Background: an optimization exercise with open tools, aiming at small area and a short achievable clock period. Do not read the settings as production practice. Where RTL was checked, it was by simulation tests only, not by an equivalence proof against the original. No functional check of the RTL was part of runs 4 and 6. Power figures rest on the tool's default switching activity, not on a simulated workload.

--- flow/config.mk ---
export PLATFORM = sky130hd
export DESIGN_NAME = uart_top
export DESIGN_NICKNAME = uart_top
export VERILOG_FILES = /design/flow/design.v
export SDC_FILE = /design/flow/constraint.sdc
export NUM_CORES = 4
export LEC_CHECK = 0
export CAP_MARGIN = 20
export CORE_MARGIN = 2
export CORE_UTILIZATION = 75
export CTS_BUF_LIST = sky130_fd_sc_hd__clkbuf_4
export CTS_CLUSTER_DIAMETER = 100
export CTS_CLUSTER_SIZE = 30
export PLACE_DENSITY = 0.85
export SLEW_MARGIN = 20
--- flow/constraint.sdc ---
create_clock -name core_clock -period 120.0 [get_ports {clk}]
set_input_delay 24.0000 -clock core_clock [delete_from_list [all_inputs] [get_ports {clk}]]
set_output_delay 24.0000 -clock core_clock [all_outputs]
set_load 0.01 [all_outputs]
--- flow/design.v ---
module uart_tx (
    input  wire        rst,
    input  wire        clk,
    input  wire [7:0]  data,
    input  wire [24:0] b,
    input  wire        z,
    input  wire        valid,
    input  wire [1:0]  stop_bits,
    input  wire        parity_en,
    input  wire        parity_type,  
    output wire        ready,
    output wire        tx
);
localparam [1:0] START = 2'd0, DATA = 2'd1, PARITY = 2'd2, STOP = 2'd3;
reg [1:0]  state;
reg [7:0]  shift_reg;
reg        parity_bit;
reg [2:0]  cnt;          
reg        valid_prev;
reg        rdy;          
reg        busy_o;       
reg        tx_n;         
assign ready = ~busy_o;
assign tx    = ~tx_n;
wire   busy  = ~rdy;
reg [24:0] d;
reg        neg;
wire last = busy & neg & ~z;    
reg       tick;
reg [2:0] cmax;
always @(*) begin
    tick = 1'b1;
    cmax = 3'd0;
    if (state == STOP) begin
        case ({parity_en, stop_bits})
            3'b100:         begin tick = 1'b1;                      cmax = 3'd0; end
            3'b101, 3'b000: begin tick = (cnt == 3'd1);             cmax = 3'd1; end
            3'b110:         begin tick = (cnt != 3'd1);             cmax = 3'd2; end
            3'b001:         begin tick = (cnt == 3'd2);             cmax = 3'd2; end
            default:        begin tick = (cnt == 3'd1) | (cnt == 3'd4); cmax = 3'd4; end
        endcase
    end
end
wire        reload = ~busy | last;
wire [24:0] d_next;
wire        neg_next;
uart_acc acc (
    .d(d), .load(reload), .b(b), .sub1(~reload & tick), .sub2(reload),
    .q(d_next), .neg(neg_next)
);
wire start = ~busy & valid & ~valid_prev;
always @(posedge clk or posedge rst) begin
    if (rst) begin
        tx_n       <= 1'b0;
        busy_o     <= 1'b0;
        rdy        <= 1'b1;
        valid_prev <= 1'b0;
    end else begin
        valid_prev <= valid;
        if (!busy) begin
            tx_n <= 1'b0;
            if (start) begin
                busy_o <= 1'b1;
                rdy    <= 1'b0;
            end
        end else begin
            case (state)
                START:   tx_n <= 1'b1;
                DATA:    tx_n <= ~shift_reg[0];
                PARITY:  tx_n <= ~parity_bit;
                default: tx_n <= 1'b0;
            endcase
            if (last && state == STOP) begin
                busy_o <= 1'b0;
                rdy    <= 1'b1;
            end
        end
    end
end
always @(posedge clk) begin
    d   <= d_next;
    neg <= neg_next;
    if (!busy) state <= START;
    else if (last) begin
        case (state)
            START:   state <= DATA;
            DATA:    if (cnt == 3'd7) state <= parity_en ? PARITY : STOP;
            PARITY:  state <= STOP;
            default: ;
        endcase
    end
    if (!busy) begin
        cnt <= 3'd0;
        if (start) begin
            shift_reg  <= data;
            parity_bit <= parity_type;
        end
    end else if (last) begin
        if (state == DATA) begin
            shift_reg  <= {1'b0, shift_reg[7:1]};
            parity_bit <= parity_bit ^ shift_reg[0];
            cnt        <= cnt + 3'd1;
        end
    end else if (state == STOP) begin
        cnt <= (cnt == cmax) ? 3'd0 : cnt + 3'd1;
    end
end
endmodule
module uart_rx (
    input  wire        rst,
    input  wire        clk,
    input  wire        rx,
    input  wire [24:0] b,
    input  wire        z,
    input  wire        valid,
    input  wire [1:0]  stop_bits,
    input  wire        parity_en,
    input  wire        parity_type,
    output reg         parity_valid,
    output wire        ready,
    output reg  [7:0]  rx_data
);
localparam [2:0] IDLE = 3'd0, START = 3'd1, DATA = 3'd2, PARITY = 3'd3, STOP = 3'd4;
reg [2:0]  state;
reg [2:0]  cnt;
reg        parity_bit;
reg        parity_calc;
reg        rx_prev;
reg        busy_o;       
assign ready = ~busy_o;
reg [24:0] d;
reg        neg;
reg       tick;
reg [2:0] cmax;
always @(*) begin
    tick = 1'b1;
    cmax = 3'd0;
    if (state == STOP) begin
        case (stop_bits)
            2'd1:    begin tick = (cnt == 3'd1); cmax = 3'd1; end
            2'd2:    begin tick = (cnt != 3'd1); cmax = 3'd2; end
            default: begin tick = 1'b1;          cmax = 3'd0; end
        endcase
    end
end
wire in_start = (state == START);
wire idle     = (state == IDLE);
wire [25:0] bw;
assign bw[0] = 1'b0;
genvar i;
generate
    for (i = 0; i < 25; i = i + 1) begin : g_lt
        assign bw[i+1] = (d[i] & b[i]) | (d[i] & bw[i]) | (b[i] & bw[i]);
    end
endgenerate
wire last = (neg | (in_start & bw[25])) & ~z & ~idle;
wire reload = idle | last;
wire [24:0] d_next;
wire        neg_next;
uart_acc acc (
    .d(d), .load(reload), .b(b),
    .sub1(~reload & ~in_start & tick), .sub2(reload | in_start),
    .q(d_next), .neg(neg_next)
);
always @(posedge clk or posedge rst) begin
    if (rst) begin
        state       <= IDLE;
        rx_data     <= 8'd0;
        busy_o      <= 1'b0;
        parity_bit  <= 1'b0;
        parity_calc <= 1'b0;
        rx_prev     <= 1'b1;
    end else begin
        rx_prev <= rx;
        case (state)
            IDLE: begin
                busy_o  <= 1'b0;
                rx_data <= 8'd0;
                if (valid && rx_prev && !rx) begin
                    state       <= START;
                    parity_calc <= 1'b0;
                    busy_o      <= 1'b1;
                end
            end
            START: if (last) state <= (valid && !rx) ? DATA : IDLE;
            DATA: if (last) begin
                if (valid) begin
                    rx_data[cnt] <= rx;
                    parity_calc  <= parity_calc ^ rx;
                end
                if (cnt == 3'd7) state <= parity_en ? PARITY : STOP;
            end
            PARITY: if (last) begin
                if (valid) parity_bit <= rx;
                state <= STOP;
            end
            default: if (last) begin
                state  <= IDLE;
                busy_o <= 1'b0;
            end
        endcase
    end
end
always @(posedge clk) begin
    parity_valid <= ~parity_en | (parity_calc ^ parity_bit ^ ~parity_type);
    d   <= d_next;
    neg <= neg_next;
    if (idle || in_start) cnt <= 3'd0;
    else if (state == DATA) begin
        if (last) cnt <= cnt + 3'd1;
    end else if (state == STOP) begin
        if (!last) cnt <= (cnt == cmax) ? 3'd0 : cnt + 3'd1;
    end
end
endmodule
module uart_top (
    input  wire        clk,
    input  wire        rst,
    input  wire [31:0] baudrate,
    input  wire [1:0]  stop_bits,
    input  wire        parity_en,
    input  wire        parity_type,
    input  wire [7:0]  tx_data,
    input  wire        tx_valid,
    output wire        tx_ready,
    output wire        tx,
    input  wire        rx,
    input  wire        rx_valid,
    output wire        rx_ready,
    output wire [7:0]  rx_data,
    output wire        rx_parity_valid
);
reg [24:0] b;        
reg        b_hi;     
reg [1:0]  sb;
reg        pe;
always @(posedge clk) begin
    b    <= baudrate[24:0];
    b_hi <= |baudrate[31:25];
    sb   <= stop_bits;
    pe   <= parity_en;
end
wire z = b_hi | (b > 25'd25000000);
uart_tx u_tx (
    .rst(rst), .clk(clk), .data(tx_data), .b(b), .z(z), .valid(tx_valid),
    .stop_bits(sb), .parity_en(pe), .parity_type(parity_type),
    .ready(tx_ready), .tx(tx)
);
uart_rx u_rx (
    .rst(rst), .clk(clk), .rx(rx), .b(b), .z(z), .valid(rx_valid),
    .stop_bits(sb), .parity_en(pe), .parity_type(parity_type),
    .parity_valid(rx_parity_valid), .ready(rx_ready), .rx_data(rx_data)
);
endmodule
module uart_acc (
    input  wire [24:0] d,
    input  wire        load,
    input  wire [24:0] b,
    input  wire        sub1,
    input  wire        sub2,
    output wire [24:0] q,
    output wire        neg
);
localparam [24:0] E0 = 25'd8554431;    
wire [26:0] x = {2'b11, load ? E0 : d};
wire [26:0] y = (sub1 ? {2'b00, b} : 27'd0) | (sub2 ? {1'b0, b, 1'b0} : 27'd0);
wire [27:0] c;
assign c[0] = 1'b0;
genvar i;
generate
    for (i = 0; i < 27; i = i + 1) begin : g
        assign c[i+1] = (x[i] & y[i]) | (x[i] & c[i]) | (y[i] & c[i]);
    end
endgenerate
wire [26:0] s = x ^ y ^ c[26:0];
assign q   = s[24:0];
assign neg = ~s[26];
endmodule
--- flow/flow/run.sh ---
#!/bin/bash
# The standard layout (standard.sh: the standard flow's synthesis and ORFS flow), with the
# port buffers that placement inserts on every input and output made
# sky130_fd_sc_hd__buf_1 instead of the default buffer cell.
set -euo pipefail
export BUFFER_PORTS_ARGS="-buffer_cell sky130_fd_sc_hd__buf_1"
bash standard.sh > standard.log 2>&1
--- flow/standard.sh ---
#!/bin/bash
# synth_recipe.tcl (not shown) runs the flow's synth.tcl, then flattens the netlist and writes it again
# the make line also repeats each setting of config.mk as NAME=value (left out here)
make -C /OpenROAD-flow-scripts/flow DESIGN_CONFIG=/design/flow/config.mk WORK_HOME=/design/flow/orfs CLKGATE_MAP_FILE= SYNTH_SCRIPT=/design/flow/synth_recipe.tcl "${@:-finish}"
==> metrics.cfg, run 1 <==
[timing]
finalClockSkew_ps = 18.8
setup-tns-final_ps = 0
hold_ws_ps = 501
maxSlewViolCount = 0
max_freq_mhz = 39.8
layout_min_cycle_time_ps = 25120
setup_viol = 0
max_slew_margin_pct = 28.2
rsz0062_at_grt = false
worst_pin_slew_ps = 1070
hold_viol_final = 0
fin_crit_sh_pct = 20.9

[global_route]
track_usage_pct = 30.4
grt_util_met2_pct = 48.7
top_usage_layer = met2
grt_max_degree = 49
grt_pass1_vias = 5011
antenna_found_initial = 0
grt_overflow = 0
grtUsageMet3_pct = 5.78
grt_pass1_wl_um = 23300
met1_usage_pct = 42.3

[placement]
portBuffers = 60
routabilityCongestion = 0.879
dp_hpwl_um = 9590

[power]
p_comb_share_pct = 33.8
power_frac_seq_pct = 43.9
p_switching_uw = 47.4
switching_share_pct = 35.5
ir_worst_vdd_mv = 0.0187
power_frac_clock_pct = 22.4
powerDensity_nw_per_um2 = 19.1
leakagePower_nw = 3.05
p_int_uw = 86.3

[worst_setup_path]
cp_slowest_stage_delay_ps = 410
worstSetupStartpointType = flip-flop
critPathTopFamily = flip-flops
cp_cell_sequence = inv_1, buf_1
cp.required_ps = 96000
crit_slowest_cell = dfrtp_1
arrival_ps = 1120
endpoint_kind = primary output
path_depth = 2
rr_worst_depth = 34
crit_type = flip-flop to primary output
path_buf_inv = 2
critPathMaxFanout = 3

[routing]
post_drt_wl_per_cell_um = 16.8
via_count = 5053
drt_iter0_markers = 385
firstDrtPassIters = 7
ant_nets = 0
routed_wl_um = 13900
post-route-drc-count = 0
vias_per_cell = 6.12

[floorplanning]
io_pins = 61
core_area_um2 = 8300
start_util_pct = 78.0
chipHeight_um = 96.9
rows = 33
die_area_um2 = 9390
die_x_um = 96.9

[flow_run]
cap_violations = 0

[logic_synthesis]
synth_cell_types = 68
synth_top_area_share_pct = 27.8
ys_seq_area_share_pct = 39.4
ys_ff_latch = 118
synth_nets = 771
synth_flop_cell = dfxtp_1
synth_edf_count = 9
syn_area_um2 = 6470
yosys-top-cells-area = dfxtp_1 (28%), fa_1 (15%), dfrtp_1 (6.6%), edfxtp_1 (4.2%), ha_1 (4.1%)
yosysWarningCount = 3
synthArstFlopShare_pct = 16.1
synth_area_leader_cell = dfxtp_1
postSynthCellCount = 653
syn_area_per_cell_um2 = 9.92

[final_layout]
diodes = 0
final_nets = 826
reg_top3 = b x25, u_rx.d x25, u_tx.d x25
drive_above_1_share_pct = 10.3
final_common_cell = dfxtp_1
most-common-layout-cells = dfxtp_1 (90), inv_1 (69), buf_1 (60), nand2_1 (58), fa_1 (48)
fillers = 489
area_growth_pct = 8.12

[cts]
cts_root_buffer = clkbuf_4
cts.clk_slew.worst_paths_ps = 100
clk-insertion-delay-late_ps = 520
numCtsBuffers = 17
htree_num_levels = 4
hold_buffers = 0
postCtsSetupRepairBufs = 0
cts_tree = yes
cts_sinks = 118
cts_buffer_depth = 2
cts_resized = 0

[status]
status = finished clean

[hold_path]
hold_depth = 1
hold_path.class = flip-flop to flip-flop

-- layer usage --
layer / routed length (µm) / share of wire, %
met5: 0 / 0
met2: 6600 / 47
met3: 965 / 6.9
met1: 6120 / 44
met4: 215 / 1.5
-- path summary, 6_finish.rpt --
| check | from | slack (ps) | endpoint |
|---|---|---|---|
| max | u_tx.busy_o | 94880 | tx_ready |
| min | pe | 500 | u_rx.parity_valid |
| max reg2reg | b[15] | 107630 | u_rx.d[24] |
| min reg2reg | pe | 500 | u_rx.parity_valid |
| max in group asynchronous | rst | 95940 | u_rx.state[1] |
| min in group asynchronous | rst | 23570 | u_rx.rx_data[6] |
-- synthesized netlist by cell type, types with 14 or more instances --
| cell | instances |
|---|---|
| o21ai_0 | 19 |
| a31oi_1 | 24 |
| ha_1 | 21 |
| nor2b_1 | 23 |
| or2_2 | 16 |
| dfrtp_1 | 17 |
| nand2_1 | 58 |
| a21oi_1 | 19 |
| nor2_1 | 38 |
| dfxtp_1 | 90 |
| a22o_1 | 20 |
| fa_1 | 48 |
| inv_1 | 69 |
| a22oi_1 | 14 |
-- worst reg2reg max path: cells and delay by family (launching register included) --
family / cells / cell delay, ps
fa+ha+maj: 25 / 9780
simple gates: 4 / 970
compound gates: 3 / 800
flops: 1 / 580
buf+inv: 2 / 130
-- logic make-up (layout without fill, tap and decap cells) --
group | after synthesis | in the layout | share of synthesized area, %
and+or+nand+nor | 191 | 191 | 14.6
AOI/OAI and AO/OA | 154 | 154 | 17.2
DFF | 118 | 118 | 39.4
buffers and inverters | 99 | 166 | 6.53
adders and majority gates | 70 | 70 | 19.1
muxes | 14 | 14 | 2.34
xor gates and xnor gates | 7 | 7 | 0.947
-- cell type report --
type	instances	area [µm²]	area share, %
clock buffers	18	135	1.93
clock inverters	13	156	2.23
repair buffers	65	263	3.75
inverters	70	263	3.75
multi-input cells	436	3500	50.0
well taps	105	131	1.88
flip-flops and latches	118	2550	36.4
-- power groups by stage --
stage               sequential (mW)  clock [mW]  combinational (mW)
floorplan                    0.0567           0              0.0349
global placement             0.0586           0              0.0403
detailed placement           0.0589           0              0.0447
CTS                          0.0583      0.0300              0.0453
global route                 0.0597      0.0317              0.0526
finish                       0.0587      0.0299              0.0452
-- stage by stage --
step	instances	worst slack [ps]	area (µm²)	total power [mW]	util (%)
2_1_floorplan	653	95040	6470	0.0916	-
3_5_place_dp	794	94770	6710	0.104	80.8
5_1_grt	825	94800	7000	0.144	84.4
6_report	825	94880	7000	0.134	84.4
3_3_place_gp	794	94830	6710	0.0989	80.8
4_1_cts	825	94860	7000	0.134	84.4
==> inputs of run 2 (changes only) <==
--- a/flow/config.mk
+++ b/flow/config.mk
@@ -9,3 +9,3 @@
 export CORE_MARGIN = 2
-export CORE_UTILIZATION = 75
+export CORE_UTILIZATION = 60
 export CTS_BUF_LIST = sky130_fd_sc_hd__clkbuf_4
@@ -13,3 +13,3 @@
 export CTS_CLUSTER_SIZE = 30
-export PLACE_DENSITY = 0.85
+export PLACE_DENSITY = 0.7
 export SLEW_MARGIN = 20
==> run 2 against run 1 <==
  * Still clean
  * Synthesized cell count unchanged
  * Worst hold slack worse by 23 ps
  * Wire length shrank 4.6%
  * Maximum frequency shrank 0.17%
  * Clock power about the same
  * Non-clock buffer count shrank 1
  * Critical path type unchanged
  * Largest cell class unchanged
==> metrics.cfg, run 2 <==
[power]
powerDensity_nw_per_um2 = 18.7  ; -2.0%
p_switching_uw = 45.3  ; -4.4%
p_total_uw = 131  ; -1.7%
leakagePower_nw = 3.04  ; -0.32%
power_frac_clock_pct = 22.5  ; about the same
ir_worst_vdd_mv = 0.0105  ; -44%
switching_share_pct = 34.5  ; -0.98 points
p_int_uw = 86.2  ; -0.16%
power_frac_seq_pct = 44.4  ; +0.5 points
p_comb_share_pct = 33.1  ; -0.7 points

[timing]
setup_ws_ps = 94840  ; -41.5 ps
finalClockSkew_ps = 15.8  ; -3.02 ps
hold_ws_ps = 478  ; -22.7 ps
fin_crit_sh_pct = 21.0  ; +0.035 points
max_slew_margin_pct = 38.0  ; +9.8 points
rsz0062_at_grt = false
maxSlewViolCount = 0  ; unchanged
layout_min_cycle_time_ps = 25160  ; +41.5 ps
setup_viol = 0  ; unchanged
setup-tns-final_ps = 0  ; unchanged
worst_pin_slew_ps = 930  ; -144 ps
max_freq_mhz = 39.7  ; -0.17%
hold_viol_final = 0  ; unchanged

[logic_synthesis]
synthArstFlopShare_pct = 16.1  ; unchanged
synth_area_leader_cell = dfxtp_1
ys_ff_latch = 118  ; unchanged
yosys-top-cells-area = dfxtp_1 (28%), fa_1 (15%), dfrtp_1 (6.6%), edfxtp_1 (4.2%), ha_1 (4.1%)
synth_edf_count = 9  ; unchanged
synth_top_area_share_pct = 27.8  ; unchanged
synth_common_cells = dfxtp_1 (90), inv_1 (69), nand2_1 (58)
postSynthCellCount = 653  ; unchanged
yosysWarningCount = 3  ; unchanged
syn_area_per_cell_um2 = 9.92  ; unchanged
ys_seq_area_share_pct = 39.4  ; unchanged
synth_flop_cell = dfxtp_1
syn_area_um2 = 6470  ; unchanged
synth_cell_types = 68  ; unchanged
yosysMostFrequentCell = dfxtp_1
synth_nets = 771  ; unchanged

[global_route]
grt_pass1_vias = 4834  ; -3.5%
grt_overflow = 0  ; unchanged
grt_max_degree = 49  ; unchanged
grtUsageMet3_pct = 6.78  ; +1.0 points
antenna_found_initial = 0  ; unchanged
met1_usage_pct = 35.7  ; -6.6 points
grt_util_met2_pct = 38.6  ; -10 points
track_usage_pct = 25.6  ; -4.8 points
grt_pass1_wl_um = 23100  ; -0.68%
top_usage_layer = met2

[cts]
cts_buffer_depth = 2  ; unchanged
cts_sinks = 118  ; unchanged
postCtsSetupRepairBufs = 0  ; unchanged
htree_num_levels = 4  ; unchanged
hold_buffers = 0  ; unchanged
cts.clk_slew.worst_paths_ps = 100  ; about the same
clk-insertion-delay-late_ps = 550  ; +30 ps
cts_resized = 0  ; unchanged
cts_root_buffer = clkbuf_4
cts_tree = yes
numCtsBuffers = 17  ; unchanged

[final_layout]
final_nets = 825  ; -0.12%
most-common-layout-cells = dfxtp_1 (90), inv_1 (69), buf_1 (60), nand2_1 (58), fa_1 (48)
area_growth_pct = 8.50
drive_above_1_share_pct = 9.72  ; -0.56 points
reg_top3 = b x25, u_rx.d x25, u_tx.d x25
final_common_cell = dfxtp_1
diodes = 0  ; unchanged
fillers = 851  ; +74%
finalNonFillerCells = 856  ; +3.8%

[worst_setup_path]
cp.required_ps = 96000  ; about the same
arrival_ps = 1160  ; +40 ps
endpoint_kind = primary output
crit_slowest_cell = dfrtp_1
critPathMaxFanout = 3  ; unchanged
crit_type = flip-flop to primary output
cp_slowest_stage_delay_ps = 420  ; about the same
worstSetupStartpointType = flip-flop
cp_cell_sequence = inv_1, buf_1

[routing]
routed_wl_um = 13300  ; -4.6%
via_count = 4911  ; -2.8%
ant_nets = 0  ; unchanged
post_drt_wl_per_cell_um = 15.5  ; -8.0%
drt_iter0_markers = 256  ; -34%
vias_per_cell = 5.74  ; -6.3%
post-route-drc-count = 0  ; unchanged
firstDrtPassIters = 5  ; -2

[placement]
portBuffers = 60  ; unchanged
dp_hpwl_um = 9420  ; -1.8%
preCtsSetupSlack_ps = 94750  ; -16.1 ps
dp.cells = 824  ; +3.8%
routabilityCongestion = 0.822  ; -6.5%

[flow_run]
cap_violations = 0  ; unchanged

[floorplanning]
die_x_um = 108  ; +11%
core_area_um2 = 10400  ; +26%
die_area_um2 = 11600  ; +24%
rows = 37  ; +12%
io_pins = 61  ; unchanged
chipHeight_um = 108  ; +11%
start_util_pct = 62.2  ; -16 points

[status]
status = finished clean

[hold_path]
hold_path.class = flip-flop to flip-flop

==> run 2: per-stage QoR <==
step | utilization [%] | instance area (µm²)
4_1_cts | 67.4 | 7030
6_report | 67.4 | 7030
3_5_place_dp | 64.7 | 6740
2_1_floorplan | - | 6470
3_3_place_gp | 64.7 | 6740
5_1_grt | 67.4 | 7030
==> run 2: worst max-delay path: cells and delay by family (launching register included) <==
family / cells / cell delay, ps
flip-flops: 1 / 420
buffers and inverters: 2 / 200
==> run 2: path summary, 6_finish.rpt <==
check                            startpoint           endpoint  slack (ps)  cells after the start
worst min register to register           pe  u_rx.parity_valid         480                      1
worst min-delay path                     pe  u_rx.parity_valid         480                      1
max in group asynchronous               rst    u_rx.rx_data[3]       95990                      2
worst max register to register        b[15]         u_rx.d[24]      107580                     34
min in group asynchronous               rst   u_rx.parity_calc       23540                      2
worst max-delay path            u_tx.busy_o           tx_ready       94840                      2
==> run 2: cells by family (layout without fill, tap and decap cells) <==
| group | Yosys count | count (layout) | synth area share [%] |
|---|---|---|---|
| and+or+nand+nor | 191 | 191 | 14.6 |
| AOI/OAI and AO/OA | 154 | 154 | 17.2 |
| DFF | 118 | 118 | 39.4 |
| buffers and inverters | 99 | 166 | 6.53 |
| adders and majority gates | 70 | 70 | 19.1 |
| muxes | 14 | 14 | 2.34 |
| xor gates and xnor gates | 7 | 7 | 0.947 |
==> run 2: area by class of cell <==
cell class	count	area (µm²)	area share [%]
multi-input combinational	436	3500	49.8
clock inverter	12	135	1.92
clock buffer	20	150	2.14
sequential	118	2550	36.3
tap	136	170	2.42
inverter	70	263	3.74
timing repair buffer	64	255	3.63
==> run 2: power by group through the flow <==
stage	registers, mW	clock network, mW	logic [mW]
3_5_place_dp	0.0589	0	0.0436
4_1_cts	0.0582	0.0302	0.0443
3_3_place_gp	0.0586	0	0.0406
6_report	0.0584	0.0296	0.0435
2_1_floorplan	0.0567	0	0.0349
5_1_grt	0.0599	0.0319	0.0524
==> run 2: metal layers <==
layer,vias to the layer above,part of all wire (%)
li1,2366,-
met1,2386,47
met2,133,45
met3,26,5.6
met4,0,1.8
met5,-,0
==> inputs of run 3 (changes only) <==
==> flow/flow/run.sh (replaced) <==
#!/bin/bash
# The standard layout (standard.sh: the standard flow's synthesis and ORFS flow) with two
# changes:
#  - the port buffers that placement inserts on every input and output are
#    sky130_fd_sc_hd__buf_1 instead of the default buffer cell;
set -euo pipefail
export BUFFER_PORTS_ARGS="-buffer_cell sky130_fd_sc_hd__buf_1"
export CTS_ARGS="-sink_clustering_enable -repair_clock_nets -sink_clustering_size 30 -sink_clustering_max_diameter 100 -buf_list sky130_fd_sc_hd__clkbuf_4 -dont_use_dummy_load"
bash standard.sh > standard.log 2>&1
==> run 3 against run 2 <==
  * Clock-buffer cell count down 3
  * Still clean
  * Via count down 0.69%
  * Die area unchanged
  * Sequential share of layout area up 0.83 points
  * Final cell count down 1.8%
  * Wire length down 0.84%
  * Largest cell class unchanged
  * Synthesized cell count unchanged
==> metrics.cfg, run 3 <==
[final_layout]
final_common_cell = dfxtp_1
ff_latch_area_um2 = 2550  ; unchanged
reg_top3 = b x25, u_rx.d x25, u_tx.d x25
multi_input_comb_area_um2 = 3500  ; unchanged
most-common-layout-cells = dfxtp_1 (90), inv_1 (69), buf_1 (60), nand2_1 (58), fa_1 (48)
finalNonFillerCells = 841  ; -1.8%
diodes = 0  ; unchanged
fillers = 871  ; +2.4%
area_growth_pct = 6.07
final_nets = 825  ; unchanged
drive_above_1_share_pct = 8.37  ; -1.4 points

[routing]
post-route-drc-count = 0  ; unchanged
firstDrtPassIters = 8  ; +3
vias_per_cell = 5.80  ; +1.1%
ant_nets = 0  ; unchanged
via_count = 4877  ; -0.69%
routed_wl_um = 13200  ; -0.84%
post_drt_wl_per_cell_um = 15.6  ; +0.92%
drt_iter0_markers = 243  ; -5.1%

[floorplanning]
die_x_um = 108  ; unchanged
chipHeight_um = 108  ; unchanged
die_area_um2 = 11600  ; unchanged
io_pins = 61  ; unchanged
rows = 37  ; unchanged
start_util_pct = 62.2  ; unchanged
core_area_um2 = 10400  ; unchanged

[global_route]
antenna_found_initial = 0  ; unchanged
track_usage_pct = 25.1  ; -0.50 points
top_usage_layer = met2
grtUsageMet3_pct = 6.17  ; -0.61 points
grt_overflow = 0  ; unchanged
grt_pass1_vias = 4803  ; -0.64%
grt_max_degree = 49  ; unchanged
grt_pass1_wl_um = 22800  ; -1.4%
grt_util_met2_pct = 37.5  ; -1.1 points
met1_usage_pct = 35.6  ; -0.094 points

[status]
status = finished clean

[timing]
finalClockSkew_ps = 26.7  ; +10.9 ps
max_freq_mhz = 39.8  ; +0.17%
fin_crit_sh_pct = 20.9  ; -0.036 points
maxSlewViolCount = 0  ; unchanged
hold_viol_final = 0  ; unchanged
worst_pin_slew_ps = 931  ; +1.21 ps
max_slew_margin_pct = 37.9  ; -0.081 points
setup_ws_ps = 94880  ; +43.1 ps
layout_min_cycle_time_ps = 25120  ; -43.1 ps
setup-tns-final_ps = 0  ; unchanged
rsz0062_at_grt = false
setup_viol = 0  ; unchanged

[cts]
clk-insertion-delay-late_ps = 520  ; -30 ps
cts_tree = yes
htree_num_levels = 4  ; unchanged
postCtsSetupRepairBufs = 0  ; unchanged
cts_resized = 0  ; unchanged
hold_buffers = 0  ; unchanged
numCtsBuffers = 17  ; unchanged
cts_buffer_depth = 2  ; unchanged
cts_root_buffer = clkbuf_4
cts_sinks = 118  ; unchanged
cts.clk_slew.worst_paths_ps = 90  ; about the same

[worst_setup_path]
worstSetupStartpointType = flip-flop
cp_slowest_stage_delay_ps = 410  ; about the same
arrival_ps = 1120  ; -40 ps
cp_cell_sequence = inv_1, buf_1
critPathMaxFanout = 3  ; unchanged
critPathTopFamily = flip-flops
crit_type = flip-flop to primary output
cp.required_ps = 96000  ; about the same
crit_slowest_cell = dfrtp_1
path_buf_inv = 2  ; unchanged
endpoint_kind = primary output

[logic_synthesis]
synth_nets = 771  ; unchanged
synth_edf_count = 9  ; unchanged
yosys-top-cells-area = dfxtp_1 (28%), fa_1 (15%), dfrtp_1 (6.6%), edfxtp_1 (4.2%), ha_1 (4.1%)
synth_flop_cell = dfxtp_1
syn_area_per_cell_um2 = 9.92  ; unchanged
synth_cell_types = 68  ; unchanged
ys_seq_area_share_pct = 39.4  ; unchanged
yosysWarningCount = 3  ; unchanged
syn_area_um2 = 6470  ; unchanged
postSynthCellCount = 653  ; unchanged
ys_ff_latch = 118  ; unchanged
synth_area_leader_cell = dfxtp_1
synth_common_cells = dfxtp_1 (90), inv_1 (69), nand2_1 (58)
yosysMostFrequentCell = dfxtp_1
synthArstFlopShare_pct = 16.1  ; unchanged
synth_top_area_share_pct = 27.8  ; unchanged

[power]
leakagePower_nw = 2.97  ; -2.4%
ir_worst_vdd_mv = 0.0115  ; +9.2%
powerDensity_nw_per_um2 = 17.6  ; -6.1%
p_total_uw = 121  ; -8.2%

[flow_run]
cap_violations = 0  ; unchanged

[placement]
preCtsSetupSlack_ps = 94750  ; unchanged
dp_hpwl_um = 9420  ; unchanged
dp.cells = 824  ; unchanged
routabilityCongestion = 0.822  ; unchanged
portBuffers = 60  ; unchanged

[hold_path]
hold_path.class = flip-flop to flip-flop

[run 3: cell counts after synthesis]
No cell type changed its count.
[run 3: final cells by class]
class                   instances  area share [%]
inverters                      70            3.83
clock buffers                  17            1.86
repair buffers                 64            3.72
flip-flops and latches        118            37.1
well taps                     136            2.48
multi-input cells             436            51.0
[run 3: kinds of logic after synthesis]
| group | Yosys count | synth area share (%) |
|---|---|---|
| adders and majority gates | 70 | 19.1 |
| xor gates and xnor gates | 7 | 0.947 |
| and+or+nand+nor | 191 | 14.6 |
| muxes | 14 | 2.34 |
| DFF | 118 | 39.4 |
| AOI/OAI and AO/OA | 154 | 17.2 |
| buffers and inverters | 99 | 6.53 |
[run 3: through the flow]
stage	instance area [µm²]	utilization, %	hold WS [ps]
after floorplan	6470	-	414
after global placement	6740	64.7	458
after detailed placement	6740	64.7	454
after CTS	6870	65.9	477
after global routing	6870	65.9	495
final	6870	65.9	473
[run 3: final timing paths]
check / start / to / slack [ps] / cells past startpoint
max: u_tx.busy_o / tx_ready / 94880 / 2
min: pe / u_rx.parity_valid / 470 / 1
max reg2reg: b[15] / u_rx.d[24] / 107600 / 34
min reg2reg: pe / u_rx.parity_valid / 470 / 1
max in group asynchronous: rst / u_rx.rx_data[3] / 95960 / 2
min in group asynchronous: rst / u_rx.state[1] / 23560 / 2
[run 3: power breakdown]
group	internal [mW]	switching [mW]	total (mW)
logic	0.0201	0.0231	0.0432
clock network	0.00646	0.0124	0.0189
registers	0.0512	0.00731	0.0586
[run 3: per-layer routing]
metal | vias up | wire, µm
met5 | - | 0
met4 | 0 | 196
met1 | 2375 | 6370
li1 | 2350 | -
met3 | 22 | 678
met2 | 130 | 5910
==> inputs of run 4 (changes only) <==
--- a/flow/design.v
+++ b/flow/design.v
@@ -15,3 +15,4 @@
 reg [1:0]  state;
-reg [7:0]  shift_reg;
+reg [7:0]  data_r;       
+wire       bit_cur = data_r[cnt];
 reg        parity_bit;
@@ -68,3 +69,3 @@
                 START:   tx_n <= 1'b1;
-                DATA:    tx_n <= ~shift_reg[0];
+                DATA:    tx_n <= ~bit_cur;
                 PARITY:  tx_n <= ~parity_bit;
@@ -94,3 +95,3 @@
         if (start) begin
-            shift_reg  <= data;
+            data_r     <= data;
             parity_bit <= parity_type;
@@ -99,4 +100,3 @@
         if (state == DATA) begin
-            shift_reg  <= {1'b0, shift_reg[7:1]};
-            parity_bit <= parity_bit ^ shift_reg[0];
+            parity_bit <= parity_bit ^ bit_cur;
             cnt        <= cnt + 3'd1;
==> run 4 against run 3 <==
  * Setup slack better by 23 ps
  * Die area up 0.79%
  * Critical endpoint unchanged
  * Combinational power up 61%
  * Highest routed layer unchanged
  * Maximum frequency about the same
  * Synthesized area up 0.81%
  * Global-route usage down 0.38 points
==> metrics.cfg, run 4 <==
[status]
status = finished clean

[logic_synthesis]
yosysMostFrequentCell = dfxtp_1
synth_flop_cell = dfxtp_1
yosys-top-cells-area = dfxtp_1 (28%), fa_1 (15%), dfrtp_1 (6.5%), nand2_1 (4.4%), edfxtp_1 (4.1%)
synth_edf_count = 9  ; unchanged
postSynthCellCount = 680  ; +4.1%
ys_seq_area_share_pct = 39.1  ; -0.32 points
syn_area_per_cell_um2 = 9.60  ; -3.2%
synthArstFlopShare_pct = 16.1  ; unchanged
synth_area_leader_cell = dfxtp_1
synth_top_area_share_pct = 27.6  ; -0.22 points
synth_cell_types = 65  ; -4.4%
ys_ff_latch = 118  ; unchanged
synth_nets = 798  ; +3.5%
syn_area_um2 = 6530  ; +0.81%
synth_common_cells = dfxtp_1 (90), nand2_1 (76), inv_1 (68)
yosysWarningCount = 3  ; unchanged

[worst_setup_path]
endpoint_kind = primary output
critPathMaxFanout = 2  ; -1
r2r_start = b[24]
rrSetupSlack_ps = 107750  ; +150 ps
worstSetupStartpointType = flip-flop
cp.required_ps = 96000  ; about the same
rr_worst_depth = 34  ; unchanged
arrival_ps = 1090  ; -30 ps
r2r_end = u_rx.d[24]
crit_type = flip-flop to primary output

[floorplanning]
die_area_um2 = 11700  ; +0.79%
core_area_um2 = 10700  ; +3.2%
die_x_um = 108  ; +0.39%
rows = 38  ; +2.7%
chipHeight_um = 108  ; +0.39%
start_util_pct = 60.7  ; -1.4 points
io_pins = 61  ; unchanged

[timing]
worst_pin_slew_ps = 873  ; -57.8 ps
hold_viol_final = 0  ; unchanged
layout_min_cycle_time_ps = 25090  ; -22.8 ps
max_freq_mhz = 39.8  ; about the same
rsz0062_at_grt = false
max_slew_margin_pct = 41.7  ; +3.7 points
maxSlewViolCount = 0  ; unchanged
fin_crit_sh_pct = 20.9  ; about the same
finalClockSkew_ps = 31.0  ; +4.28 ps
setup_viol = 0  ; unchanged
setup-tns-final_ps = 0  ; unchanged

[final_layout]
final_common_cell = dfxtp_1
area_growth_pct = 6.46
ff_latch_area_um2 = 2550  ; unchanged
final_nets = 847  ; +2.7%
fin_area_um2 = 6950  ; +1.2%
reg_top3 = b x25, u_rx.d x25, u_tx.d x25
drive_above_1_share_pct = 5.64  ; -2.7 points
multi_input_comb_area_um2 = 3590  ; +2.6%
most-common-layout-cells = dfxtp_1 (90), nand2_1 (76), inv_1 (68), buf_1 (60), a21oi_1 (51)
fillers = 951  ; +9.2%
diodes = 0  ; unchanged

[cts]
cts_tree = yes
cts_buffer_depth = 2  ; unchanged
clk-insertion-delay-late_ps = 540  ; +20 ps
hold_buffers = 0  ; unchanged
cts_sinks = 118  ; unchanged
postCtsSetupRepairBufs = 0  ; unchanged
cts_resized = 0  ; unchanged
htree_num_levels = 4  ; unchanged
numCtsBuffers = 17  ; unchanged
cts_root_buffer = clkbuf_4
cts.clk_slew.worst_paths_ps = 80  ; about the same

[routing]
routed_wl_um = 13000  ; -1.2%
post-route-drc-count = 0  ; unchanged
ant_nets = 0  ; unchanged
vias_per_cell = 5.59  ; -3.6%
via_count = 4849  ; -0.57%
firstDrtPassIters = 5  ; -3
post_drt_wl_per_cell_um = 15.0  ; -4.1%
drt_iter0_markers = 234  ; -3.7%

[hold_path]
hold_depth = 2  ; +1
holdPathEnd = u_tx.busy_o
hold_path.class = flip-flop to flip-flop
hold_start = u_tx.busy_o

[global_route]
antenna_found_initial = 0  ; unchanged
grt_overflow = 0  ; unchanged
track_usage_pct = 24.7  ; -0.38 points
grt_pass1_wl_um = 22500  ; -1.6%
grt_pass1_vias = 4878  ; +1.6%
grt_max_degree = 51  ; +4.1%

[power]
p_total_uw = 148  ; +23%
leakagePower_nw = 2.93  ; -1.2%
ir_worst_vdd_mv = 0.0138  ; +21%
powerDensity_nw_per_um2 = 21.4  ; +22%

[flow_run]
cap_violations = 0  ; unchanged

[placement]
portBuffers = 60  ; unchanged
dp_hpwl_um = 9330  ; -0.90%
routabilityCongestion = 0.837  ; +1.8%
placed_area_um2 = 6820  ; +1.2%

run 4: logic make-up (layout without fill, tap and decap cells):
group	count (synthesis)	in the layout	synth area share (%)
AO/OA/AOI/OAI	136	136	13.6
XOR/XNOR	7	7	0.939
adder cells (fa/ha/maj)	71	71	19.1
buffers and inverters	101	148	6.15
flip-flops	118	118	39.1
multiplexers	11	11	2.11
AND/OR/NAND/NOR	236	236	19.1
run 4: final cells by class:
class | count | area share, %
Multi-Input combinational cell | 461 | 51.7
Sequential cell | 118 | 36.7
Inverter | 68 | 3.67
Timing Repair Buffer | 63 | 3.57
Tap cell | 140 | 2.52
Clock buffer | 17 | 1.84
run 4: metal layers:
| metal | GRT usage [%] | part of all wire, % | wire length (µm) | vias up |
|---|---|---|---|---|
| met5 | 0 | 0 | 0 | - |
| met4 | 7.78 | 1.3 | 172 | 0 |
| met3 | 7.35 | 4.5 | 587 | 14 |
| met2 | 40.8 | 50 | 6500 | 104 |
| met1 | 31.4 | 44 | 5740 | 2325 |
| li1 | - | - | - | 2406 |
run 4: worst max-delay path, cell delays in order (launching register included):
cell	delay (ps)
dfrtp_1	380
inv_1	50
buf_1	150
run 4: stage by stage:
stage	std cells	hold WS, ps	utilization [%]	setup WS, ps
after global routing	867	521	64.7	94800
final	867	477	64.7	94910
after floorplan	680	446	-	95070
after global placement	850	465	63.5	94730
after detailed placement	850	465	63.5	94590
after CTS	867	484	64.7	94860
run 4: worst max path at each step:
stage          cells after the start             to  slack (ps)        start
2_1_floorplan                      4  u_rx.state[0]       95070           rx
3_3_place_gp                       6  u_rx.state[0]       94730     rx_valid
3_5_place_dp                       6  u_rx.state[0]       94590     rx_valid
4_1_cts                            2       tx_ready       94860  u_tx.busy_o
5_1_grt                            2       tx_ready       94800  u_tx.busy_o
6_report                           2       tx_ready       94910  u_tx.busy_o
run 4: power by group:
group / switching, mW / internal (mW) / leakage (nW)
registers: 0.00755 / 0.0525 / 1.08
clock network: 0.0123 / 0.00644 / 0.0782
logic: 0.0403 / 0.0294 / 1.77
==> inputs of run 5 (changes only) <==
--- a/flow/design.v
+++ b/flow/design.v
@@ -15,4 +15,3 @@
 reg [1:0]  state;
-reg [7:0]  data_r;       
-wire       bit_cur = data_r[cnt];
+reg [7:0]  shift_reg;
 reg        parity_bit;
@@ -69,3 +68,3 @@
                 START:   tx_n <= 1'b1;
-                DATA:    tx_n <= ~bit_cur;
+                DATA:    tx_n <= ~shift_reg[0];
                 PARITY:  tx_n <= ~parity_bit;
@@ -95,3 +94,3 @@
         if (start) begin
-            data_r     <= data;
+            shift_reg  <= data;
             parity_bit <= parity_type;
@@ -100,3 +99,4 @@
         if (state == DATA) begin
-            parity_bit <= parity_bit ^ bit_cur;
+            shift_reg  <= {1'b0, shift_reg[7:1]};
+            parity_bit <= parity_bit ^ shift_reg[0];
             cnt        <= cnt + 3'd1;
==> flow/flow/run.sh (replaced) <==
#!/bin/bash
# The standard layout (standard.sh: the standard flow's synthesis and ORFS flow) with three
# changes:
#  - the port buffers that placement inserts on every input and output are
#    sky130_fd_sc_hd__buf_1 instead of the default buffer cell;
#  - after the placement resize step, cells are sized down where the timing
#    slack allows (flow/recover.tcl).
# make's full output goes to standard.log; ORFS keeps each tool's log under
# orfs/logs.
set -euo pipefail
export BUFFER_PORTS_ARGS="-buffer_cell sky130_fd_sc_hd__buf_1"
export CTS_ARGS="-sink_clustering_enable -repair_clock_nets -sink_clustering_size 30 -sink_clustering_max_diameter 100 -buf_list sky130_fd_sc_hd__clkbuf_4 -dont_use_dummy_load"
export POST_RESIZE_TCL="$PWD/flow/recover.tcl"
bash standard.sh > standard.log 2>&1
==> flow/flow/recover.tcl (new file) <==
# Sourced by ORFS after its placement resize step (POST_RESIZE_TCL): size
# cells down where the timing slack allows.
repair_timing -recover_power 100
==> run 5 against run 4 <==
  * Largest cell class unchanged
  * Highest routed layer unchanged
  * Sequential share of layout area up 0.49 points
  * Sequential power down 3%
  * First-iteration DRC count up 29%
  * Still clean on timing, DRC and antenna
  * Synthesized area down 0.81%
  * Critical path depth unchanged
  * Synthesized cell count down 4.0%
  * Power down 19%
==> metrics.cfg, run 5 <==
[routing]
wl_met2_um = 6130  ; -5.7%
post-route-drc-count = 0  ; unchanged
vias_per_cell = 5.79  ; +3.5%
post_drt_wl_per_cell_um = 15.8  ; +5.4%
via_count = 4875  ; +0.54%
drt_iter0_markers = 301  ; +29%
ant_nets = 0  ; unchanged
routed.top_layer = met4
firstDrtPassIters = 6  ; +1
dr_wl_met3_um = 833  ; +42%
routed_wl_um = 13300  ; +2.3%
wl_met1_um = 6210  ; +8.2%

[logic_synthesis]
synth_common_cells = dfxtp_1 (90), inv_1 (69), nand2_1 (58)
postSynthCellCount = 653  ; -4.0%
yosysWarningCount = 3  ; unchanged
yosysMostFrequentCell = dfxtp_1
synth_area_leader_cell = dfxtp_1
synthArstFlopShare_pct = 16.1  ; unchanged
yosys-top-cells-area = dfxtp_1 (28%), fa_1 (15%), dfrtp_1 (6.6%), edfxtp_1 (4.2%), ha_1 (4.1%)
synth_flop_cell = dfxtp_1
syn_area_um2 = 6470  ; -0.81%
synth_top_area_share_pct = 27.8  ; +0.22 points
ys_seq_area_share_pct = 39.4  ; +0.32 points
synth_nets = 771  ; -3.4%
synth_edf_count = 9  ; unchanged
ys_ff_latch = 118  ; unchanged
synth_cell_types = 68  ; +4.6%
syn_area_per_cell_um2 = 9.92  ; +3.3%

[timing]
max_slew_margin_pct = 35.8  ; -5.8 points
rsz0062_at_grt = false
setup_viol = 0  ; unchanged
layout_min_cycle_time_ps = 25120  ; +21.6 ps
fin_crit_sh_pct = 20.9  ; about the same
finalClockSkew_ps = 36.5  ; +5.49 ps
worst_pin_slew_ps = 963  ; +89.5 ps
hold_viol_final = 0  ; unchanged
setup-tns-final_ps = 0  ; unchanged
maxSlewViolCount = 0  ; unchanged
max_freq_mhz = 39.8  ; about the same

[final_layout]
diodes = 0  ; unchanged
fillers = 867  ; -8.8%
finalNonFillerCells = 842  ; -2.9%
area_growth_pct = 5.91
drive_above_1_share_pct = 7.93  ; +2.3 points
final_core_util_pct = 65.8  ; +1.2 points
reg_top3 = b x25, u_rx.d x25, u_tx.d x25
most-common-layout-cells = dfxtp_1 (90), inv_1 (69), buf_1 (60), nand2_1 (58), fa_1 (48)
final_common_cell = dfxtp_1
final_nets = 826  ; -2.5%

[cts]
htree_num_levels = 4  ; unchanged
postCtsSetupRepairBufs = 0  ; unchanged
cts_buffer_depth = 2  ; unchanged
cts_resized = 0  ; unchanged
cts_root_buffer = clkbuf_4
numCtsBuffers = 17  ; unchanged
hold_buffers = 0  ; unchanged
cts_tree = yes
clk-insertion-delay-late_ps = 530  ; about the same
cts_sinks = 118  ; unchanged
cts.clk_slew.worst_paths_ps = 90  ; about the same

[worst_setup_path]
critPathTopFamily = flip-flops
path_buf_inv = 2  ; unchanged
arrival_ps = 1120  ; +30 ps
crit_slowest_cell = dfrtp_1
r2r_start = b[9]
cp_cell_sequence = inv_1, buf_1
critPathMaxFanout = 3  ; +1
r2r_end = u_rx.d[24]
cp_slowest_stage_delay_ps = 410  ; +30 ps
crit_type = flip-flop to primary output
rr_worst_depth = 34  ; unchanged
worstSetupStartpointType = flip-flop
rrSetupSlack_ps = 107360  ; -390 ps
endpoint_kind = primary output
cp.required_ps = 96000  ; about the same

[placement]
routabilityCongestion = 0.822  ; -1.8%
dp.cells = 824  ; -3.1%
portBuffers = 60  ; unchanged
dp_hpwl_um = 9430  ; +1.1%

[floorplanning]
core_area_um2 = 10400  ; -3.1%
rows = 37  ; -2.6%
die_area_um2 = 11600  ; -0.78%
die_x_um = 108  ; -0.39%
io_pins = 61  ; unchanged
chipHeight_um = 108  ; -0.39%
start_util_pct = 62.2  ; +1.4 points

[hold_path]
holdPathEnd = u_rx.parity_valid
hold_start = pe
hold_depth = 1  ; -1
hold_path.class = flip-flop to flip-flop

[status]
status = finished clean

[global_route]
grt_pass1_wl_um = 22800  ; +1.4%
grt_pass1_vias = 4780  ; -2.0%
track_usage_pct = 25.3  ; +0.59 points
grt_max_degree = 49  ; -3.9%
antenna_found_initial = 0  ; unchanged
grt_overflow = 0  ; unchanged

[power]
leakagePower_nw = 2.97  ; +1.3%
powerDensity_nw_per_um2 = 17.6  ; -18%
p_total_uw = 121  ; -19%
ir_worst_vdd_mv = 0.0105  ; -24%

[flow_run]
cap_violations = 0  ; unchanged

-- run 5: layout make-up --
class,count,area (µm²),share of cell area (%)
repair buffers,65,269,3.92
flip-flops and latches,118,2550,37.2
clock buffers,17,128,1.86
well taps,136,170,2.48
multi-input cells,436,3480,50.7
inverters,70,263,3.83
-- run 5: worst max-delay path by stage --
stage | from | to | slack, ps | depth (start not counted)
2_1_floorplan | tx_valid | u_tx.parity_bit | 95040 | 3
3_3_place_gp | tx_valid | u_tx.shift_reg[4] | 94800 | 4
3_5_place_dp | tx_valid | u_tx.shift_reg[3] | 94760 | 4
4_1_cts | u_tx.busy_o | tx_ready | 94830 | 2
5_1_grt | u_tx.busy_o | tx_ready | 94750 | 2
6_report | u_tx.busy_o | tx_ready | 94880 | 2
-- run 5: stage by stage --
stage	cell area (µm²)	worst slack [ps]	hold WS (ps)
final	6860	94880	475
after global routing	6860	94750	494
after CTS	6830	94830	480
after detailed placement	6710	94760	456
after global placement	6740	94800	458
after floorplan	6470	95040	414
-- run 5: metal layers --
metal / vias up / track usage (%)
li1: 2346 / -
met2: 152 / 38.3
met4: 0 / 8.06
met3: 12 / 6.90
met1: 2365 / 35.4
met5: - / 0
-- run 5: cell families (layout without fill, tap and decap cells) --
| group | after synthesis | count (layout) | synth area share [%] |
|---|---|---|---|
| fa+ha+maj | 70 | 70 | 19.1 |
| xor+xnor | 7 | 7 | 0.947 |
| compound gates | 154 | 154 | 17.2 |
| buf+inv | 99 | 152 | 6.53 |
| simple gates | 191 | 191 | 14.6 |
| mux | 14 | 14 | 2.34 |
| flops | 118 | 118 | 39.4 |
-- run 5: power by group --
group	switching (mW)	leakage [nW]	total, mW	internal (mW)
clock	0.0125	0.0782	0.0189	0.00645
combinational	0.0233	1.84	0.0433	0.0200
sequential	0.00724	1.05	0.0585	0.0512
total	0.0430	2.97	0.121	0.0777
==> inputs of run 6 (changes only) <==
--- a/flow/design.v
+++ b/flow/design.v
@@ -147,19 +147,24 @@
 wire idle     = (state == IDLE);
-wire [25:0] bw;
-assign bw[0] = 1'b0;
+wire last     = neg & ~z & ~idle;
+wire [26:0] x = idle ? {2'b00, b} : last ? 27'd0 : {2'b00, d};
+wire [26:0] y = (idle | in_start | last) ? {1'b0, b, 1'b0} : tick ? {2'b00, b} : 27'd0;
+wire [27:0] c;
+assign c[0] = 1'b0;
 genvar i;
 generate
-    for (i = 0; i < 25; i = i + 1) begin : g_lt
-        assign bw[i+1] = (d[i] & b[i]) | (d[i] & bw[i]) | (b[i] & bw[i]);
+    for (i = 0; i < 27; i = i + 1) begin : g
+        assign c[i+1] = (x[i] & y[i]) | (x[i] & c[i]) | (y[i] & c[i]);
     end
 endgenerate
-wire last = (neg | (in_start & bw[25])) & ~z & ~idle;
-wire reload = idle | last;
-wire [24:0] d_next;
-wire        neg_next;
-uart_acc acc (
-    .d(d), .load(reload), .b(b),
-    .sub1(~reload & ~in_start & tick), .sub2(reload | in_start),
-    .q(d_next), .neg(neg_next)
-);
+wire [26:0] s = x ^ y ^ c[26:0];
+wire [24:0] d_next   = s[24:0];
+localparam [26:0] K = 27'd109217727;
+wire [27:0] gc;
+assign gc[0] = 1'b0;
+generate
+    for (i = 0; i < 27; i = i + 1) begin : g_gt
+        assign gc[i+1] = K[i] ? (s[i] | gc[i]) : (s[i] & gc[i]);
+    end
+endgenerate
+wire        neg_next = gc[27];
 always @(posedge clk or posedge rst) begin
==> flow/flow/run.sh (replaced) <==
#!/bin/bash
# The standard layout (standard.sh: the standard flow's synthesis and ORFS flow) with two
# changes:
#  - the port buffers that placement inserts on every input and output are
#    sky130_fd_sc_hd__buf_1 instead of the default buffer cell;
set -euo pipefail
export BUFFER_PORTS_ARGS="-buffer_cell sky130_fd_sc_hd__buf_1"
export CTS_ARGS="-sink_clustering_enable -repair_clock_nets -sink_clustering_size 30 -sink_clustering_max_diameter 100 -buf_list sky130_fd_sc_hd__clkbuf_4 -dont_use_dummy_load"
bash standard.sh > standard.log 2>&1
removed: flow/flow/recover.tcl
==> run 6 against run 5 <==
  * Critical path type unchanged
  * Synthesized area shrank 0.60%
  * Worst hold slack gained 34 ps
  * Clock skew shrank 9.5 ps
  * Maximum frequency is essentially flat
  * Final area is essentially flat
  * First-iteration DRC count shrank 8.6%
  * Sequential share of layout area is essentially flat
  * Highest routed layer unchanged
  * Synthesized cell count grew 1.7%
  * Global-route usage grew 0.094 points
  * Power grew 0.77%
==> metrics.cfg, run 6 <==
[placement]
dp_hpwl_um = 9390  ; -0.37%
routabilityCongestion = 0.827  ; +0.62%
dp.cells = 829  ; +0.61%
placed_area_um2 = 6720  ; +0.15%
portBuffers = 60  ; unchanged
preCtsSetupSlack_ps = 94490  ; -266 ps

[cts]
clk-insertion-delay-late_ps = 520  ; about the same
postCtsSetupRepairBufs = 0  ; unchanged
htree_num_levels = 4  ; unchanged
hold_buffers = 0  ; unchanged
numCtsBuffers = 17  ; unchanged
cts_buffer_depth = 2  ; unchanged
cts_sinks = 118  ; unchanged
cts_root_buffer = clkbuf_4
cts_tree = yes
cts.clk_slew.worst_paths_ps = 80  ; about the same
cts_resized = 0  ; unchanged

[timing]
hold_ws_ps = 509  ; +33.8 ps
setup_viol = 0  ; unchanged
max_freq_mhz = 39.8  ; about the same
worst_pin_slew_ps = 969  ; +6.06 ps
setup_ws_ps = 94890  ; +6.60 ps
hold_viol_final = 0  ; unchanged
fin_crit_sh_pct = 20.9  ; about the same
maxSlewViolCount = 0  ; unchanged
rsz0062_at_grt = false
max_slew_margin_pct = 35.4  ; -0.40 points
finalClockSkew_ps = 26.9  ; -9.55 ps
layout_min_cycle_time_ps = 25110  ; -6.60 ps
setup-tns-final_ps = 0  ; unchanged

[worst_setup_path]
path_depth = 2  ; unchanged
endpoint_kind = primary output
r2r_end = u_rx.neg
rrSetupSlack_ps = 107430  ; +70 ps
arrival_ps = 1110  ; about the same
cp.required_ps = 96000  ; about the same
worstSetupStartpointType = flip-flop
cp_slowest_stage_delay_ps = 400  ; about the same
critPathTopFamily = flip-flops
r2r_start = b[9]
cp_cell_sequence = inv_1, buf_1
crit_type = flip-flop to primary output
critPathMaxFanout = 3  ; unchanged
path_buf_inv = 2  ; unchanged
crit_slowest_cell = dfrtp_1
rr_worst_depth = 38  ; +12%

[logic_synthesis]
postSynthCellCount = 664  ; +1.7%
synth_top_area_share_pct = 28.0  ; +0.17 points
yosys-top-cells-area = dfxtp_1 (28%), fa_1 (15%), dfrtp_1 (6.6%), nand2_1 (5.8%), o21ai_0 (5.4%)
synth_area_leader_cell = dfxtp_1
muxShareOfSynthArea_pct = 2.88  ; +0.54 points
syn_area_um2 = 6440  ; -0.60%
synth_top_family_by_area = adder cells
synthArstFlopShare_pct = 16.1  ; unchanged
syn_area_per_cell_um2 = 9.69  ; -2.2%
synth_nets = 784  ; +1.7%
ys_ff_latch = 118  ; unchanged
synthAdderAreaFrac_pct = 19.4  ; +0.35 points
yosysMostFrequentCell = nand2_1
synth_edf_count = 9  ; unchanged
synth_flop_cell = dfxtp_1
synth-compound-area-share_pct = 16.3  ; -0.87 points
synth_cell_types = 64  ; -5.9%
synth_common_cells = nand2_1 (99), dfxtp_1 (90), o21ai_0 (70)
synth_xor_area_share_pct = 1.09  ; +0.14 points
yosysWarningCount = 3  ; unchanged
synthSimpleGateAreaFrac_pct = 15.0  ; +0.44 points
ys_seq_area_share_pct = 39.6  ; +0.24 points

[power]
leakagePower_nw = 2.95  ; -0.66%
ir_worst_vdd_mv = 0.0114  ; +7.9%
p_total_uw = 122  ; +0.77%
powerDensity_nw_per_um2 = 17.7  ; +0.79%

[global_route]
antenna_found_initial = 2  ; +2
grt_max_degree = 59  ; +20%
grt_pass1_vias = 4952  ; +3.6%
grt_pass1_wl_um = 23000  ; +1.0%
grt_overflow = 0  ; unchanged
track_usage_pct = 25.4  ; +0.094 points

[status]
status = finished clean

[routing]
routed_wl_um = 13500  ; +1.4%
vias_per_cell = 5.74  ; -0.90%
firstDrtPassIters = 7  ; +1
ant_nets = 0  ; unchanged
via_count = 4860  ; -0.31%
post_drt_wl_per_cell_um = 15.9  ; +0.79%
drt_iter0_markers = 275  ; -8.6%
post-route-drc-count = 0  ; unchanged

[floorplanning]
rows = 37  ; unchanged
die_area_um2 = 11600  ; -0.57%
chipHeight_um = 108  ; -0.29%
die_x_um = 108  ; -0.29%
core_area_um2 = 10400  ; -0.44%
start_util_pct = 62.1  ; -0.097 points
io_pins = 61  ; unchanged

[final_layout]
finalNonFillerCells = 847  ; +0.59%
reg_top3 = b x25, u_rx.d x25, u_tx.d x25
fin_area_um2 = 6860  ; about the same
most-common-layout-cells = nand2_1 (99), dfxtp_1 (90), o21ai_0 (70), buf_1 (60), fa_1 (48)
drive_above_1_share_pct = 8.45  ; +0.52 points
final_core_util_pct = 66.1  ; +0.28 points
final_common_cell = nand2_1
final_nets = 832  ; +0.73%
area_growth_pct = 6.53

[hold_path]
holdPathEnd = u_rx.rx_data[4]
hold_depth = 1  ; unchanged
hold_start = u_rx.rx_data[4]
hold_path.class = flip-flop to flip-flop

[flow_run]
cap_violations = 0  ; unchanged

[run 6: changes by cell type after synthesis, sizes merged, moves of 7 or more]
cell and delta:
nand2 +41, inv -23, o22ai -10, nor2 -20, clkbuf +7, o21ai +67, nor2b -14, a31oi -22
[run 6: worst reg2reg max path: cells and delay by family (launching register included)]
family	cells	cell delay, ps
AOI/OAI and AO/OA	1	240
adders and majority gates	26	9250
buffers and inverters	6	380
DFF	1	370
and+or+nand+nor	5	2220
[run 6: cells by family after synthesis]
kind of cell / count (synthesis)
AOI/OAI and AO/OA: 168
xor gates and xnor gates: 8
adders and majority gates: 71
and+or+nand+nor: 196
buffers and inverters: 86
DFF: 118
muxes: 17
[run 6: worst max path at each step]
stage	to	from	slack, ps
2_1_floorplan	u_rx.rx_data[1]	rx_valid	94980
3_3_place_gp	u_rx.rx_data[1]	rx_valid	94630
3_5_place_dp	u_rx.rx_data[7]	rx_valid	94490
4_1_cts	tx_ready	u_tx.busy_o	94840
5_1_grt	tx_ready	u_tx.busy_o	94770
6_report	tx_ready	u_tx.busy_o	94890
[run 6: cell type report]
class | instances | area [µm²]
diodes | 1 | 2.50
multi-input cells | 460 | 3550
fillers | 883 | 3510
well taps | 136 | 170
inverters | 48 | 180
clock buffers | 17 | 128
flip-flops and latches | 118 | 2550
repair buffers | 67 | 278
[run 6: per-layer routing]
metal	routed length (µm)	track usage [%]	up-vias
li1	-	-	2340
met1	6260	34.3	2375
met2	6390	40.4	138
met3	747	6.72	7
met4	89	7.51	0
met5	0	0	-
[run 6: power breakdown]
part | switching, mW | internal [mW] | total, mW
combinational | 0.0269 | 0.0209 | 0.0478
sequential | 0.00404 | 0.0511 | 0.0552
clock | 0.0122 | 0.00646 | 0.0187
total | 0.0432 | 0.0784 | 0.122
==> inputs of run 7 (changes only) <==
--- a/flow/design.v
+++ b/flow/design.v
@@ -29,4 +29,4 @@
 reg       tick;
-reg [2:0] cmax;
-always @(*) begin
+reg [2:0] cmax;          
+always @(*) begin        
     tick = 1'b1;
@@ -35,7 +35,7 @@
         case ({parity_en, stop_bits})
-            3'b100:         begin tick = 1'b1;                      cmax = 3'd0; end
-            3'b101, 3'b000: begin tick = (cnt == 3'd1);             cmax = 3'd1; end
-            3'b110:         begin tick = (cnt != 3'd1);             cmax = 3'd2; end
-            3'b001:         begin tick = (cnt == 3'd2);             cmax = 3'd2; end
-            default:        begin tick = (cnt == 3'd1) | (cnt == 3'd4); cmax = 3'd4; end
+            3'b100:         begin tick = 1'b1;                      cmax = 3'd0; end  
+            3'b101, 3'b000: begin tick = (cnt == 3'd1);             cmax = 3'd1; end  
+            3'b110:         begin tick = (cnt != 3'd1);             cmax = 3'd2; end  
+            3'b001:         begin tick = (cnt == 3'd2);             cmax = 3'd2; end  
+            default:        begin tick = (cnt == 3'd1) | (cnt == 3'd4); cmax = 3'd4; end  
         endcase
@@ -209,3 +209,3 @@
 always @(posedge clk) begin
-    parity_valid <= ~parity_en | (parity_calc ^ parity_bit ^ ~parity_type);
+    parity_valid <= ~parity_en | (parity_calc ^ parity_bit ^ ~parity_type);  
     d   <= d_next;
==> run 7 against run 6 <==
  * Sequential cell count did not move
  * Die area did not move
  * Worst hold slack did not move
  * Sequential share of layout area did not move
  * Via count did not move
  * First-iteration DRC count did not move
  * Critical path depth did not move
  * Setup slack did not move
  * Synthesized area did not move
  * Critical path type unchanged
  * Final area did not move
  * Register-to-register slack barely moved
==> metrics.cfg, run 7 <==
[global_route]
grt_pass1_vias = 4952  ; unchanged
track_usage_pct = 25.4  ; unchanged
grt_max_degree = 59  ; unchanged
grt_pass1_wl_um = 23000  ; unchanged
antenna_found_initial = 2  ; unchanged
grt_overflow = 0  ; unchanged

[worst_setup_path]
endpoint_kind = primary output
crit_start = u_tx.busy_o
worstSetupStartpointType = flip-flop
path_buf_inv = 2  ; unchanged
crit_type = flip-flop to primary output
critPathMaxFanout = 3  ; unchanged
cp_cell_sequence = inv_1, buf_1
r2r_start = b[9]
r2r_end = u_rx.neg
rrSetupSlack_ps = 107430  ; about the same
critPathTopFamily = flip-flops
rr_worst_depth = 38  ; unchanged
cp.required_ps = 96000  ; about the same
cp_slowest_stage_delay_ps = 400  ; about the same
crit_slowest_cell = dfrtp_1
arrival_ps = 1110  ; about the same

[timing]
setup_viol = 0  ; unchanged
finalClockSkew_ps = 26.9  ; unchanged
layout_min_cycle_time_ps = 25110  ; unchanged
rsz0062_at_grt = false
maxSlewViolCount = 0  ; unchanged
setup_ws_ps = 94890  ; unchanged
setup-tns-final_ps = 0  ; unchanged
worst_pin_slew_ps = 969  ; unchanged
max_freq_mhz = 39.8  ; unchanged
max_slew_margin_pct = 35.4  ; unchanged
hold_viol_final = 0  ; unchanged
fin_crit_sh_pct = 20.9  ; unchanged

[routing]
post-route-drc-count = 0  ; unchanged
post_drt_wl_per_cell_um = 15.9  ; unchanged
ant_nets = 0  ; unchanged
routed_wl_um = 13500  ; unchanged
via_count = 4860  ; unchanged
vias_per_cell = 5.74  ; unchanged
firstDrtPassIters = 7  ; unchanged
drt_iter0_markers = 275  ; unchanged

[logic_synthesis]
syn_area_per_cell_um2 = 9.69  ; unchanged
synthArstFlopShare_pct = 16.1  ; unchanged
synth_common_cells = nand2_1 (99), dfxtp_1 (90), o21ai_0 (70)
synth_area_leader_cell = dfxtp_1
ys_seq_area_share_pct = 39.6  ; unchanged
postSynthCellCount = 664  ; unchanged
synth_edf_count = 9  ; unchanged
syn_area_um2 = 6440  ; unchanged
synth_nets = 784  ; unchanged
yosys-top-cells-area = dfxtp_1 (28%), fa_1 (15%), dfrtp_1 (6.6%), nand2_1 (5.8%), o21ai_0 (5.4%)
synth_top_area_share_pct = 28.0  ; unchanged
yosysMostFrequentCell = nand2_1
synth_cell_types = 64  ; unchanged
ys_ff_latch = 118  ; unchanged
yosysWarningCount = 3  ; unchanged
synth_flop_cell = dfxtp_1

[cts]
cts_resized = 0  ; unchanged
hold_buffers = 0  ; unchanged
numCtsBuffers = 17  ; unchanged
cts_sinks = 118  ; unchanged
cts_root_buffer = clkbuf_4
cts.clk_slew.worst_paths_ps = 80  ; about the same
postCtsSetupRepairBufs = 0  ; unchanged
cts_buffer_depth = 2  ; unchanged
cts_tree = yes
htree_num_levels = 4  ; unchanged
clk-insertion-delay-late_ps = 520  ; about the same

[hold_path]
holdPathEnd = u_rx.rx_data[4]
hold_start = u_rx.rx_data[4]
hold_path.class = flip-flop to flip-flop
hold_depth = 1  ; unchanged

[final_layout]
final_core_util_pct = 66.1  ; unchanged
final_nets = 832  ; unchanged
final_common_cell = nand2_1
finalNonFillerCells = 847  ; unchanged
fillers = 883  ; unchanged
drive_above_1_share_pct = 8.45  ; unchanged
most-common-layout-cells = nand2_1 (99), dfxtp_1 (90), o21ai_0 (70), buf_1 (60), fa_1 (48)
reg_top3 = b x25, u_rx.d x25, u_tx.d x25
area_growth_pct = 6.53  ; unchanged

[placement]
portBuffers = 60  ; unchanged
dp_hpwl_um = 9390  ; unchanged
preCtsSetupSlack_ps = 94490  ; unchanged
routabilityCongestion = 0.827  ; unchanged
dp.cells = 829  ; unchanged

[floorplanning]
io_pins = 61  ; unchanged
rows = 37  ; unchanged
core_area_um2 = 10400  ; unchanged
die_x_um = 108  ; unchanged
start_util_pct = 62.1  ; unchanged
chipHeight_um = 108  ; unchanged
die_area_um2 = 11600  ; unchanged

[status]
status = finished clean

[power]
powerDensity_nw_per_um2 = 17.7  ; unchanged
ir_worst_vdd_mv = 0.0114  ; unchanged
leakagePower_nw = 2.95  ; unchanged

[flow_run]
cap_violations = 0  ; unchanged

[run 7: cell counts after synthesis]
No cell type changed its count.
[run 7: cell families after synthesis]
| kind of cell | Yosys count | synth area share (%) |
|---|---|---|
| buffers and inverters | 86 | 5.70 |
| AND/OR/NAND/NOR | 196 | 15.0 |
| flip-flops | 118 | 39.6 |
| AO/OA/AOI/OAI | 168 | 16.3 |
| XOR/XNOR | 8 | 1.09 |
| adder cells (fa/ha/maj) | 71 | 19.4 |
| multiplexers | 17 | 2.88 |
[run 7: power by group]
part,total [mW],switching [mW],internal [mW]
registers,0.0552,0.00404,0.0511
clock network,0.0187,0.0122,0.00646
logic,0.0478,0.0269,0.0209
[run 7: through the flow]
step / power (mW) / cell area, µm² / hold slack [ps]
2_1_floorplan: 0.0903 / 6440 / 471
3_3_place_gp: 0.0996 / 6720 / 489
3_5_place_dp: 0.103 / 6720 / 488
4_1_cts: 0.123 / 6840 / 508
5_1_grt: 0.134 / 6860 / 522
6_report: 0.122 / 6860 / 509
[run 7: layout make-up]
type                       instances  area (µm²)  share of cell area, %
antenna                            1        2.50                 0.0365
clock buffer                      17         128                   1.86
inverter                          48         180                   2.63
multi-input combinational        460        3550                   51.8
sequential                       118        2550                   37.2
tap                              136         170                   2.48
timing repair buffer              67         278                   4.05
[run 7: worst max path at each step]
stage | endpoint | slack [ps] | depth (start not counted)
floorplan | u_rx.rx_data[1] | 94980 | 6
global placement | u_rx.rx_data[1] | 94630 | 6
detailed placement | u_rx.rx_data[7] | 94490 | 6
CTS | tx_ready | 94840 | 2
global route | tx_ready | 94770 | 2
finish | tx_ready | 94890 | 2
[run 7: layer usage]
metal  routed length [µm]  global-route usage, %  vias to the layer above  share of wire (%)
met5                    0                      0                        -                  0
met4                   89                   7.51                        0               0.66
met3                  747                   6.72                        7                5.5
met2                 6390                   40.4                      138                 47
met1                 6260                   34.3                     2375                 46
li1                     -                      -                     2340                  -

==> static timing again, ports no longer ideal <==
No port has a modelled driver above. Below, the same layouts with a new extraction and two added sets of constraints. Step 1 (the two cells are an assumption about what drives the block):
set clk [get_ports {clk}]
set_driving_cell -lib_cell sky130_fd_sc_hd__clkbuf_16 $clk
set_driving_cell -lib_cell sky130_fd_sc_hd__buf_2 [delete_from_list [all_inputs] $clk]
Step 2, shift: input delay + t, output delay - t, t = (earliest + latest rising clock arrival at the registers) / 2. This alone moves slack from input paths to output paths. Three values: no drivers, after step 1, after step 2; two values: the first two.
run | t, ns | slack for setup (ns) | slew at the worst register clock pin (ns) | worst data-port slew with drivers (ns)
run 1 | 0.540 | 94.881 / 94.850 / 94.815 | 0.12 / 0.12 | 0.03
run 2 | 0.574 | 94.840 / 94.808 / 94.818 | 0.11 / 0.11 | 0.04
run 3 | 0.545 | 94.883 / 94.849 / 94.829 | 0.10 / 0.10 | 0.04
run 4 | 0.557 | 94.906 / 94.872 / 94.536 | 0.11 / 0.11 | 0.04
run 5 | 0.544 | 94.884 / 94.850 / 94.838 | 0.11 / 0.11 | 0.03
run 6 | 0.538 | 94.891 / 94.856 / 94.483 | 0.10 / 0.10 | 0.04
run 7 | 0.538 | 94.891 / 94.856 / 94.483 | 0.10 / 0.10 | 0.04
After both steps setup and hold are still met in every run listed.
